This design comes from an exercise in tuning for small area on the open sky130 flow, not from production work. Only simulation tests tie the RTL to the original design; equivalence was not proved. The clock port is modelled as an ideal driver; clocking choices that lean on that would not hold on a real chip. Power is estimated from default activity; no workload was simulated.

## violet
Design systolic_array, start of the top module:
module systolic_array # (parameter N = 8) (clk, reset, inA, inB, out);
Size: roughly 13,000 cells after synthesis, roughly 1,200 I/O pins, ~150,000 um^2 of cells after synthesis.
Settings: LEC_CHECK=0, CAP_MARGIN=20, CORE_MARGIN=2, CORE_UTILIZATION=60, SLEW_MARGIN=20, SYNTH_HIERARCHICAL=1, SYNTH_MINIMUM_KEEP_SIZE=0; clock period 6.0 ns.
standard.sh (not shown) runs the stock make flow with config.mk's settings and CLKGATE_MAP_FILE= SYNTH_SCRIPT=/design/flow/synth_recipe.tcl, a recipe that flattens the netlist after the stock synthesis.
==> flow/flow/run.sh <==
#!/bin/bash
set -euo pipefail
bash standard.sh \
  "BUFFER_PORTS_ARGS=-buffer_cell sky130_fd_sc_hd__buf_1" \
  "CTS_ARGS=-sink_clustering_enable -repair_clock_nets -dont_use_dummy_load -sink_clustering_size 24 -sink_clustering_max_diameter 60" \
  "POST_CTS_TCL=$PWD/flow/post_cts.tcl" \
  finish > make_finish.log 2>&1
==> flow/flow/post_cts.tcl <==
# Downsize gates on paths with slack to spare, then repair slew and
# capacitance and legalize again.
estimate_parasitics -placement
repair_timing -recover_power 100 -slack_margin 0.2 -verbose
repair_design -cap_margin 20 -slew_margin 20 -verbose
detailed_placement
check_placement -verbose
violet finished all stages; the layout is clean.
Edits applied to the flow inputs when going from violet to maple:
==> flow/flow/run.sh <==
#!/bin/bash
set -euo pipefail
bash standard.sh \
  "BUFFER_PORTS_ARGS=-buffer_cell sky130_fd_sc_hd__buf_1" \
  "CTS_ARGS=-sink_clustering_enable -repair_clock_nets -dont_use_dummy_load -sink_clustering_size 15 -sink_clustering_max_diameter 50 -buf_list sky130_fd_sc_hd__clkbuf_8" \
  "POST_CTS_TCL=$PWD/flow/post_cts.tcl" \
  finish > make_finish.log 2>&1
Results
- maple ended up with a higher met3 track demand over resource in global routing than violet did.
- maple vs. violet: time the worst path needs with I/O delays and setup rose by 4.6 ps, detailed-route wire length on metal 1 rose by about 0.54%, portion of total power attributed to combinational logic rose by 1.9 points, share of the clock period used by the worst path after layout stayed essentially flat, part of the power in the clock network fell by 2.9 points.
- Clock network latency to the later pin of the worst-skew pair sits higher in maple than in violet.
- Of the two candidates, violet has the worse static leakage and maple the better one.
- Worst endpoint data arrival time (lower): violet
- Wire length of maple is on par with violet.
#### Input delta (raven over maple)
==> flow/flow/run.sh <==
#!/bin/bash
set -euo pipefail
bash standard.sh \
  "BUFFER_PORTS_ARGS=-buffer_cell sky130_fd_sc_hd__buf_1" \
  "CTS_ARGS=-sink_clustering_enable -repair_clock_nets -dont_use_dummy_load -sink_clustering_size 30 -sink_clustering_max_diameter 70" \
  "POST_CTS_TCL=$PWD/flow/post_cts.tcl" \
  finish > make_finish.log 2>&1
diff --git a/flow/flow/post_cts.tcl b/flow/flow/post_cts.tcl
--- a/flow/flow/post_cts.tcl
+++ b/flow/flow/post_cts.tcl
@@ -4,3 +4,3 @@
 repair_timing -recover_power 100 -slack_margin 0.2 -verbose
-repair_design -cap_margin 20 -slew_margin 20 -verbose
+repair_design -cap_margin 10 -slew_margin 10 -verbose
 detailed_placement
diff --git a/flow/config.mk b/flow/config.mk
--- a/flow/config.mk
+++ b/flow/config.mk
@@ -7,6 +7,6 @@
 export LEC_CHECK = 0
-export CAP_MARGIN = 20
+export CAP_MARGIN = 10
 export CORE_MARGIN = 2
 export CORE_UTILIZATION = 60
-export SLEW_MARGIN = 20
+export SLEW_MARGIN = 10
 export SYNTH_HIERARCHICAL = 1
--- outcome ---
- Status | maple and raven | clean
- Delta (raven minus maple): final cell count without fillers saw a decrease, cell depth of the worst min-delay path flat, total of clock buffers placed in the layout decreased by 43% relative to the old numbers.
- Ratio of final minimum period to clock period in raven is 0.25 points below maple.
- Of maple and raven, the run reporting the lower combinational share of power was raven.
- Worst setup slack: lower on maple
- Area of the multi-input gates across maple and raven: no real change.
- The timing startpoint of the critical path comes out row[1].col[1].PE1.outA[2] in one run and row[0].col[1].PE1.outB[1] in the other, namely in raven and maple respectively.
- On fraction of standard cell area that is sequential, maple and raven are neck and neck.
The inputs of lagoon differ from those of raven as listed below.
diff --git a/flow/flow/post_cts.tcl b/flow/flow/post_cts.tcl
--- a/flow/flow/post_cts.tcl
+++ b/flow/flow/post_cts.tcl
@@ -4,3 +4,3 @@
 repair_timing -recover_power 100 -slack_margin 0.2 -verbose
-repair_design -cap_margin 10 -slew_margin 10 -verbose
+repair_design -cap_margin 20 -slew_margin 20 -verbose
 detailed_placement
diff --git a/flow/config.mk b/flow/config.mk
--- a/flow/config.mk
+++ b/flow/config.mk
@@ -7,6 +7,6 @@
 export LEC_CHECK = 0
-export CAP_MARGIN = 10
+export CAP_MARGIN = 20
 export CORE_MARGIN = 2
 export CORE_UTILIZATION = 60
-export SLEW_MARGIN = 10
+export SLEW_MARGIN = 20
 export SYNTH_HIERARCHICAL = 1
[summary]
- lagoon -> raven: sequential share of layout area flat
- Against raven, worst hold-check slack in lagoon came out better.
- In terms of routed wire length, lagoon and raven differ only marginally.
- On power after layout, raven and lagoon are neck and neck.
- As far as wire length on met1 is concerned, raven and lagoon perform about the same.
Input-level comparison between quartz and lagoon:
==> flow/flow/run.sh <==
#!/bin/bash
set -euo pipefail
bash standard.sh \
  "BUFFER_PORTS_ARGS=-buffer_cell sky130_fd_sc_hd__buf_1" \
  "CTS_ARGS=-sink_clustering_enable -repair_clock_nets -dont_use_dummy_load" \
  "POST_CTS_TCL=$PWD/flow/post_cts.tcl" \
  finish > make_finish.log 2>&1
==> run summary <==
quartz against lagoon: count of clock-net buffers in the final layout picked up an extra 64, relative slew slack went up by 0.89 points, critical-path maximum fanout went down by 1.

* * *

The RTL this note starts from:
==> flow/design.v <==
module Processing_Element (clk, reset, enn, inA, inB, outA, outB, out);
input [7:0] inA, inB;
input clk, reset, enn;
output reg [7:0] outA, outB;
output reg [15:0] out;
always @(posedge clk) begin
  outA <= inA;
  outB <= inB;
end
wire [7:0] xgn;                           
wire [63:0] p;                            
genvar i, j;
generate for (i = 0; i < 8; i = i + 1) begin : g_i
  OR2 u_g (inA[i], enn, xgn[i]);
  for (j = 0; j < 8; j = j + 1) begin : g_j
    NOR2 u_p (xgn[i], inB[j], p[8*i+j]);
  end
end endgenerate
  wire n1, n2;
  HA u_n1 (out[5], p[5], n1, n2);
  wire n3, n4;
  FA u_n3 (out[6], p[6], p[13], n3, n4);
  wire n5, n6;
  HA u_n5 (p[20], p[27], n5, n6);
  wire n7, n8;
  FA u_n7 (out[7], p[7], p[14], n7, n8);
  wire n9, n10;
  FA u_n9 (p[21], p[28], p[35], n9, n10);
  wire n11, n12;
  HA u_n11 (p[42], p[49], n11, n12);
  wire n13, n14;
  FA u_n13 (out[8], p[15], p[22], n13, n14);
  wire n15, n16;
  FA u_n15 (p[29], p[36], p[43], n15, n16);
  wire n17, n18;
  HA u_n17 (p[50], p[57], n17, n18);
  wire n19, n20;
  FA u_n19 (out[9], p[23], p[30], n19, n20);
  wire n21, n22;
  FA u_n21 (p[37], p[44], p[51], n21, n22);
  wire n23, n24;
  FA u_n23 (out[10], p[31], p[38], n23, n24);
  wire n25, n26;
  HA u_n25 (out[3], p[3], n25, n26);
  wire n27, n28;
  FA u_n27 (out[4], p[4], p[11], n27, n28);
  wire n29, n30;
  HA u_n29 (p[18], p[25], n29, n30);
  wire n31, n32;
  FA u_n31 (p[12], p[19], p[26], n31, n32);
  wire n33, n34;
  FA u_n33 (p[33], p[40], n1, n33, n34);
  wire n35, n36;
  FA u_n35 (p[34], p[41], p[48], n35, n36);
  wire n37, n38;
  FA u_n37 (n2, n5, n3, n37, n38);
  wire n39, n40;
  FA u_n39 (p[56], n6, n11, n39, n40);
  wire n41, n42;
  FA u_n41 (n4, n7, n9, n41, n42);
  wire n43, n44;
  FA u_n43 (n12, n17, n8, n43, n44);
  wire n45, n46;
  FA u_n45 (n10, n13, n15, n45, n46);
  wire n47, n48;
  FA u_n47 (p[58], n18, n14, n47, n48);
  wire n49, n50;
  FA u_n49 (n16, n19, n21, n49, n50);
  wire n51, n52;
  FA u_n51 (p[45], p[52], p[59], n51, n52);
  wire n53, n54;
  FA u_n53 (n20, n22, n23, n53, n54);
  wire n55, n56;
  FA u_n55 (out[11], p[39], p[46], n55, n56);
  wire n57, n58;
  FA u_n57 (p[53], p[60], n24, n57, n58);
  wire n59, n60;
  FA u_n59 (out[12], p[47], p[54], n59, n60);
  wire n61, n62;
  HA u_n61 (out[2], p[2], n61, n62);
  wire n63, n64;
  FA u_n63 (p[10], p[17], p[24], n63, n64);
  wire n65, n66;
  FA u_n65 (p[32], n26, n29, n65, n66);
  wire n67, n68;
  FA u_n67 (n30, n28, n31, n67, n68);
  wire n69, n70;
  FA u_n69 (n32, n35, n34, n69, n70);
  wire n71, n72;
  FA u_n71 (n36, n39, n38, n71, n72);
  wire n73, n74;
  FA u_n73 (n40, n43, n42, n73, n74);
  wire n75, n76;
  FA u_n75 (n44, n47, n46, n75, n76);
  wire n77, n78;
  FA u_n77 (n51, n48, n50, n77, n78);
  wire n79, n80;
  FA u_n79 (n52, n55, n54, n79, n80);
  wire n81, n82;
  FA u_n81 (p[61], n56, n59, n81, n82);
  wire n83, n84;
  FA u_n83 (out[13], p[55], p[62], n83, n84);
  wire n85, n86;
  HA u_n85 (out[1], p[1], n85, n86);
  wire n87, n88;
  FA u_n87 (p[9], p[16], n61, n87, n88);
  wire n89, n90;
  FA u_n89 (n62, n25, n63, n89, n90);
  wire n91, n92;
  FA u_n91 (n64, n27, n65, n91, n92);
  wire n93, n94;
  FA u_n93 (n66, n33, n67, n93, n94);
  wire n95, n96;
  FA u_n95 (n68, n37, n69, n95, n96);
  wire n97, n98;
  FA u_n97 (n41, n70, n71, n97, n98);
  wire n99, n100;
  FA u_n99 (n45, n72, n73, n99, n100);
  wire n101, n102;
  FA u_n101 (n49, n74, n75, n101, n102);
  wire n103, n104;
  FA u_n103 (n53, n76, n77, n103, n104);
  wire n105, n106;
  FA u_n105 (n57, n78, n79, n105, n106);
  wire n107, n108;
  FA u_n107 (n58, n81, n80, n107, n108);
  wire n109, n110;
  FA u_n109 (n60, n83, n82, n109, n110);
  wire n111, n112;
  FA u_n111 (out[14], p[63], n84, n111, n112);
  wire n113, n114;
  HA u_n113 (out[0], p[0], n113, n114);
  wire n115, n116;
  FA u_n115 (p[8], n114, n85, n115, n116);
  wire n117, n118;
  FA u_n117 (n86, n116, n87, n117, n118);
  wire n119, n120;
  FA u_n119 (n88, n89, n118, n119, n120);
  wire n121, n122;
  FA u_n121 (n90, n91, n120, n121, n122);
  wire n123, n124;
  FA u_n123 (n92, n93, n122, n123, n124);
  wire n125, n126;
  FA u_n125 (n94, n95, n124, n125, n126);
  wire n127, n128;
  HA u_n127 (n96, n97, n127, n128);
  wire n129;
  XNOR2 u_n129 (n127, n126, n129);
  wire n130;
  AOI21 u_n130 (n127, n126, n128, n130);
  wire n131;
  XNOR2 u_n131 (n98, n99, n131);
  wire n132;
  NAND2 u_n132 (n98, n99, n132);
  wire n133;
  XNOR2 u_n133 (n131, n130, n133);
  wire n134;
  OAI21 u_n134 (n131, n130, n132, n134);
  wire n135, n136;
  HA u_n135 (n100, n101, n135, n136);
  wire n137;
  XNOR2 u_n137 (n135, n134, n137);
  wire n138;
  AOI21 u_n138 (n135, n134, n136, n138);
  wire n139;
  XNOR2 u_n139 (n102, n103, n139);
  wire n140;
  NAND2 u_n140 (n102, n103, n140);
  wire n141;
  XNOR2 u_n141 (n139, n138, n141);
  wire n142;
  OAI21 u_n142 (n139, n138, n140, n142);
  wire n143, n144;
  HA u_n143 (n104, n105, n143, n144);
  wire n145;
  XNOR2 u_n145 (n143, n142, n145);
  wire n146;
  AOI21 u_n146 (n143, n142, n144, n146);
  wire n147;
  XNOR2 u_n147 (n106, n107, n147);
  wire n148;
  NAND2 u_n148 (n106, n107, n148);
  wire n149;
  XNOR2 u_n149 (n147, n146, n149);
  wire n150;
  OAI21 u_n150 (n147, n146, n148, n150);
  wire n151, n152;
  HA u_n151 (n108, n109, n151, n152);
  wire n153;
  XNOR2 u_n153 (n151, n150, n153);
  wire n154;
  AOI21 u_n154 (n151, n150, n152, n154);
  wire n155;
  XNOR2 u_n155 (n110, n111, n155);
  wire n156;
  NAND2 u_n156 (n110, n111, n156);
  wire n157;
  XNOR2 u_n157 (n155, n154, n157);
  wire n158;
  OAI21 u_n158 (n155, n154, n156, n158);
  wire n159;
  XOR2 u_n159 (out[15], n112, n159);
  wire n160;
  XNOR2 u_n160 (n159, n158, n160);
wire [15:0] d;
  RSTG u_d0 (reset, n113, d[0]);
  RSTG u_d1 (reset, n115, d[1]);
  RSTG u_d2 (reset, n117, d[2]);
  RSTG u_d3 (reset, n119, d[3]);
  RSTG u_d4 (reset, n121, d[4]);
  RSTG u_d5 (reset, n123, d[5]);
  RSTG u_d6 (reset, n125, d[6]);
  NOR2 u_d7 (n129, reset, d[7]);
  NOR2 u_d8 (n133, reset, d[8]);
  NOR2 u_d9 (n137, reset, d[9]);
  NOR2 u_d10 (n141, reset, d[10]);
  NOR2 u_d11 (n145, reset, d[11]);
  NOR2 u_d12 (n149, reset, d[12]);
  NOR2 u_d13 (n153, reset, d[13]);
  NOR2 u_d14 (n157, reset, d[14]);
  NOR2 u_d15 (n160, reset, d[15]);
always @(posedge clk) out <= d;
endmodule
module FA (a, b, c, s, co);
input a, b, c;
output s, co;
assign s = a ^ b ^ c;
assign co = (a & b) | (c & (a ^ b));
endmodule
module HA (a, b, s, co);
input a, b;
output s, co;
assign s = a ^ b;
assign co = a & b;
endmodule
module NOR2 (a, b, y);
input a, b;
output y;
assign y = ~(a | b);
endmodule
module OR2 (a, b, y);
input a, b;
output y;
assign y = a | b;
endmodule
module NAND2 (a, b, y);
input a, b;
output y;
assign y = ~(a & b);
endmodule
module XOR2 (a, b, y);
input a, b;
output y;
assign y = a ^ b;
endmodule
module XNOR2 (a, b, y);
input a, b;
output y;
assign y = ~(a ^ b);
endmodule
module RSTG (r, a, y);
input r, a;
output y;
assign y = ~r & a;
endmodule
module AOI21 (a1, a2, b1, y);
input a1, a2, b1;
output y;
assign y = ~((a1 & a2) | b1);
endmodule
module OAI21 (a1, a2, b1, y);
input a1, a2, b1;
output y;
assign y = ~((a1 | a2) & b1);
endmodule
module systolic_array # (parameter N = 8) (clk, reset, inA, inB, out);
input [N*8-1:0] inA, inB;
input clk, reset;
output [(N**2)*16-1:0] out;
wire [N*8-1:0] stageA [N:0];
wire [N*8-1:0] stageB [N:0];
assign stageA[0] = ~inA;
assign stageB[0] = ~inB;
reg [N-1:1] v;
always @(posedge clk) begin
  if (reset) v <= 0;
  else v <= {v[N-2:1], 1'b1};
end
wire [N-1:0] validn = ~{v, 1'b1};
genvar i, j;
generate
  for (i = 0; i < N; i = i + 1) begin : row
    for (j = 0; j < N; j = j + 1) begin : col
      Processing_Element PE1 (clk, reset, validn[(i > j) ? i : j],
        stageA[j][i*8+7:i*8], stageB[i][j*8+7:j*8],
        stageA[j+1][i*8+7:i*8], stageB[i+1][j*8+7:j*8],
        out[16*(N*i+j)+15 : 16*(N*i+j)]);
    end
  end
endgenerate
endmodule
export LEC_CHECK = 0
export CAP_MARGIN = 20
export CORE_MARGIN = 2
export CORE_UTILIZATION = 50
export SLEW_MARGIN = 20
export SYNTH_HIERARCHICAL = 1
export SYNTH_MINIMUM_KEEP_SIZE = 0
create_clock -name core_clock -period 6.0 [get_ports {clk}]
run.sh (not shown) runs the stock make flow with config.mk's settings and CLKGATE_MAP_FILE= SYNTH_SCRIPT=/design/flow/synth_recipe.tcl, a recipe that flattens the netlist after the stock synthesis.
Stock flow here: none of the scripts above is used.
The baseline finished clean.
==> next run, changes <==
==> flow/flow/run.sh (new file) <==
#!/bin/bash
set -euo pipefail
bash standard.sh \
  "BUFFER_PORTS_ARGS=-buffer_cell sky130_fd_sc_hd__buf_1" \
  RECOVER_POWER=100 \
  "CTS_ARGS=-sink_clustering_enable -repair_clock_nets -dont_use_dummy_load" \
  finish > make_finish.log 2>&1
==> flow/standard.sh (new file) <==
#!/bin/bash
# synth_recipe.tcl (not shown) runs the flow's synth.tcl, then flattens the netlist and writes it again
# the make line also repeats each setting of config.mk as NAME=value (left out here)
make -C /OpenROAD-flow-scripts/flow DESIGN_CONFIG=/design/flow/config.mk WORK_HOME=/design/flow/orfs CLKGATE_MAP_FILE= SYNTH_SCRIPT=/design/flow/synth_recipe.tcl "${@:-finish}"
removed: flow/run.sh
Now the flow reached the layout checks and failed them: capacitance limit, slew limit.
Hold slack degrades by 0.052 ns.
Maximum frequency goes up slightly.
Via count goes down slightly.

-- static timing again, ports no longer ideal --
No port has a modelled driver above. Below, the same layouts with a new extraction and two added sets of constraints. Step 1, drivers: a clkbuf_16 drives clk and a buf_2 each remaining input, both assumed. Step 2, shift: input delay + t, output delay - t, t = (earliest + latest rising clock arrival at the registers) / 2. This alone moves slack from input paths to output paths. Slacks: no drivers / after step 1 / after step 2; pairs: no drivers / after step 1.
run	shift t [ns]	slack for setup (ns)	slew at the worst register clock pin (ns)
violet	0.970	0.192 / 0.192 / -0.675	0.09 / 0.09
maple	1.058	0.187 / 0.187 / -0.757	0.09 / 0.09
raven	0.938	0.202 / 0.202 / -0.662	0.11 / 0.11
lagoon	0.919	0.189 / 0.189 / -0.618	0.10 / 0.10
quartz	0.957	0.182 / 0.182 / -0.680	0.06 / 0.06
the first run of note 2	1.027	0.246 / 0.246 / -0.603	0.07 / 0.07
the second run of note 2	1.045	0.267 / 0.267 / -0.462	0.07 / 0.07
The setup slack of maple, which loses most, moves by 0.000 ns with the drivers and by -0.944 ns with both steps.
